From an optimization exercise on the open Yosys and OpenROAD flow, aimed at a short achievable clock period and few clock cycles; shortcuts taken in it are not production practice.
Function was checked by simulation only, so behaviour that the tests miss may differ from the original.

// mips
module mips (
    input wire clk,
    input wire rst,
    output wire [31:0] imem_addr,
    input  wire [31:0] imem_rdata,
    output wire [31:0] dmem_addr,
    output wire [31:0] dmem_wdata,
    output wire        dmem_we,
    input  wire [31:0] dmem_rdata
);
Size: about 7500 cells after synthesis, roughly 1600 flip-flops, ~94000 µm² of cells after synthesis.
export LEC_CHECK = 0
export CAP_MARGIN = 20
export CORE_MARGIN = 2
export CORE_UTILIZATION = 70
export CTS_CLUSTER_DIAMETER = 100
export CTS_CLUSTER_SIZE = 25
export SLEW_MARGIN = 20
export SYNTH_HIERARCHICAL = 1
create_clock -name core_clock -period 23.0 [get_ports {clk}]
standard.sh (not shown) runs the stock make flow with config.mk's settings and CLKGATE_MAP_FILE= SYNTH_SCRIPT=/design/flow/synth_recipe.tcl, a recipe that flattens the netlist after the stock synthesis.
==> flow/flow/run.sh <==
#!/bin/bash
set -euo pipefail
MARGIN=${MARGIN:-17.4}
sed -e "s|CLKGATE_MAP_FILE= |CLKGATE_MAP_FILE= SETUP_SLACK_MARGIN=${MARGIN} 'BUFFER_PORTS_ARGS=-buffer_cell sky130_fd_sc_hd__buf_4' |" standard.sh > standard_margin.sh
bash standard_margin.sh > make_flow.log 2>&1 || { tail -50 make_flow.log; exit 1; }
tail -5 make_flow.log
Testbench counts at the start, summed over its fixed seeds: cycles 37,690.
Next try:
CORE_UTILIZATION = 60   (was 70)
After rerunning: Design area grows by 0.72%; cell count grows by 3.2%; core utilization shrinks by 10 points; via count shrinks by 1.8%.

Setup of wip/indigo:
Another version of the RTL of mips (not shown whole).
Size: roughly 7500 cells after synthesis, ~1600 flip-flops.
==> flow/config.mk <==
export PLATFORM = sky130hd
export DESIGN_NAME = mips
export DESIGN_NICKNAME = mips
export VERILOG_FILES = /design/flow/design.v
export SDC_FILE = /design/flow/constraint.sdc
export NUM_CORES = 4
export LEC_CHECK = 0
export CAP_MARGIN = 20
export CORE_MARGIN = 2
export CORE_UTILIZATION = 85
export CTS_CLUSTER_DIAMETER = 100
export CTS_CLUSTER_SIZE = 25
export SLEW_MARGIN = 20
export SYNTH_HIERARCHICAL = 1
==> flow/constraint.sdc <==
create_clock -name core_clock -period 23.0 [get_ports {clk}]
set_input_delay 4.6000 -clock core_clock [delete_from_list [all_inputs] [get_ports {clk}]]
set_output_delay 4.6000 -clock core_clock [all_outputs]
set_load 0.01 [all_outputs]
Scripts as last shown in full above: flow/flow/run.sh
wip/indigo never completed; the flow aborted with a tool error in global routing (5_1_grt).
Testbench counts of wip/indigo, summed over its fixed seeds: cycles 37,690.
For wip/yarrow, these inputs were changed with respect to wip/indigo:
# wip/indigo
export LEC_CHECK = 0
export CAP_MARGIN = 20
export CORE_MARGIN = 2
export CORE_UTILIZATION = 85
export CTS_CLUSTER_DIAMETER = 100
export CTS_CLUSTER_SIZE = 25
export SLEW_MARGIN = 20
export SYNTH_HIERARCHICAL = 1
create_clock -name core_clock -period 23.0 [get_ports {clk}]
# wip/yarrow
export LEC_CHECK = 0
export CAP_MARGIN = 20
export CORE_MARGIN = 2
export CORE_UTILIZATION = 80
export CTS_CLUSTER_DIAMETER = 100
export CTS_CLUSTER_SIZE = 25
export SLEW_MARGIN = 20
export SYNTH_HIERARCHICAL = 1
create_clock -name core_clock -period 23.0 [get_ports {clk}]
Results
wip/yarrow did not stop at any stage, and its layout met the timing, design-rule and antenna checks.
The number of buffers added by the clock tree synthesis step in wip/yarrow was lower than what wip/indigo gave.
Comparing wip/yarrow against wip/indigo, there is no change at all in number of flops mapped to enable cells by yosys.
~same post-synthesis instance total in wip/yarrow and wip/indigo
Re post-CTS setup buffer count: wip/indigo was higher than wip/yarrow.
Starting density of the core ends up higher on wip/indigo.

v11:
mips, a different RTL version from the one above (not shown whole).
Size in the first run: ~160 I/O pins, roughly 96000 µm² of cells after synthesis.
export LEC_CHECK = 0
export CAP_MARGIN = 20
export CORE_MARGIN = 2
export CORE_UTILIZATION = 75
export CTS_CLUSTER_DIAMETER = 100
export CTS_CLUSTER_SIZE = 25
export SLEW_MARGIN = 20
export SYNTH_HIERARCHICAL = 1
create_clock -name core_clock -period 23.0 [get_ports {clk}]
Scripts as last shown in full above: flow/flow/run.sh
Testbench counts of v11, summed over its fixed seeds: cycles 36,926.
Edits applied to the flow inputs when going from v11 to v31:
- CORE_UTILIZATION: 75 -> 80
--- outcome ---
v31 | ERROR | 5_1_grt
On area of placed instances, v31 and v11 are basically level.
As far as deepest level of the CTS H-tree goes, v11 and v31 are indistinguishable; the numbers are identical.
Delta (v31 minus v11): effective utilization at floorplan now larger, horizontal die dimension fell by 3.1%, synthesized area shows no meaningful change, total instance count after detailed placement fell by about 0.6%, placed wire-length estimate moved up.
Compared with v11, total setup buffers inserted after CTS in v31 increased by more than a quarter.
> inputs changed (v31 -> v37)
- a change of CORE_UTILIZATION from 80 to 70
### Flow results
- v37 | stages: all done | timing, DRC, antenna: all pass
- v31 → v37: pre-CTS worst setup slack now sits lower, instance area after placement now sits at about the same level, detailed placer's ending HPWL now sits lower, buffer levels on the longest clock path now sits at about the same level, number of gates resized after cts now sits lower.
- Synthesized area per cell came out exactly the same in v37 and v31.
- Count of flip-flops with a built-in enable after synthesis: v37 vs v31 identical
- For the placed cell count, v37 came in about 1.8% higher than v31 did.
- Reported for v37 and v31, synthesized-area fraction occupied by adder cells turned out identical to the last digit.

[separate check: timing with driven ports]
In the flow no input, the clock included, has a driving cell. The finished layouts below were timed again as built, in two steps. Step 1 assumes that a clkbuf_16 drives the clock port and a buf_2 every other input. Step 2 times the ports against the registers' clock, not the clock port: input delays grow and output delays shrink by t, the midpoint of the rising clock arrivals with the driver on. Three values: ideal ports, drivers, drivers and shift; two values: the first two.
| run | shift t [ns] | setup WS [ns] | hold slack, ns | worst data-port slew with drivers (ns) |
|---|---|---|---|---|
| the first run of note 1 | 0.817 | 17.073 / 17.043 / 16.315 | 0.371 / 0.371 / 0.371 | 0.25 |
| the second run of note 1 | 0.815 | 17.080 / 17.055 / 16.319 | 0.332 / 0.332 / 0.332 | 0.16 |
| wip/yarrow | 0.803 | 17.148 / 17.064 / 16.376 | 0.340 / 0.340 / 0.340 | 0.29 |
| v11 | 0.853 | 17.075 / 17.024 / 16.228 | 0.329 / 0.329 / 0.329 | 0.16 |
| v37 | 0.821 | 17.076 / 17.055 / 16.291 | 0.323 / 0.323 / 0.323 | 0.19 |
After both steps every run listed still meets setup and hold. The setup slack of v11, which loses most, moves by -0.051 ns with the drivers and by -0.847 ns with both steps.
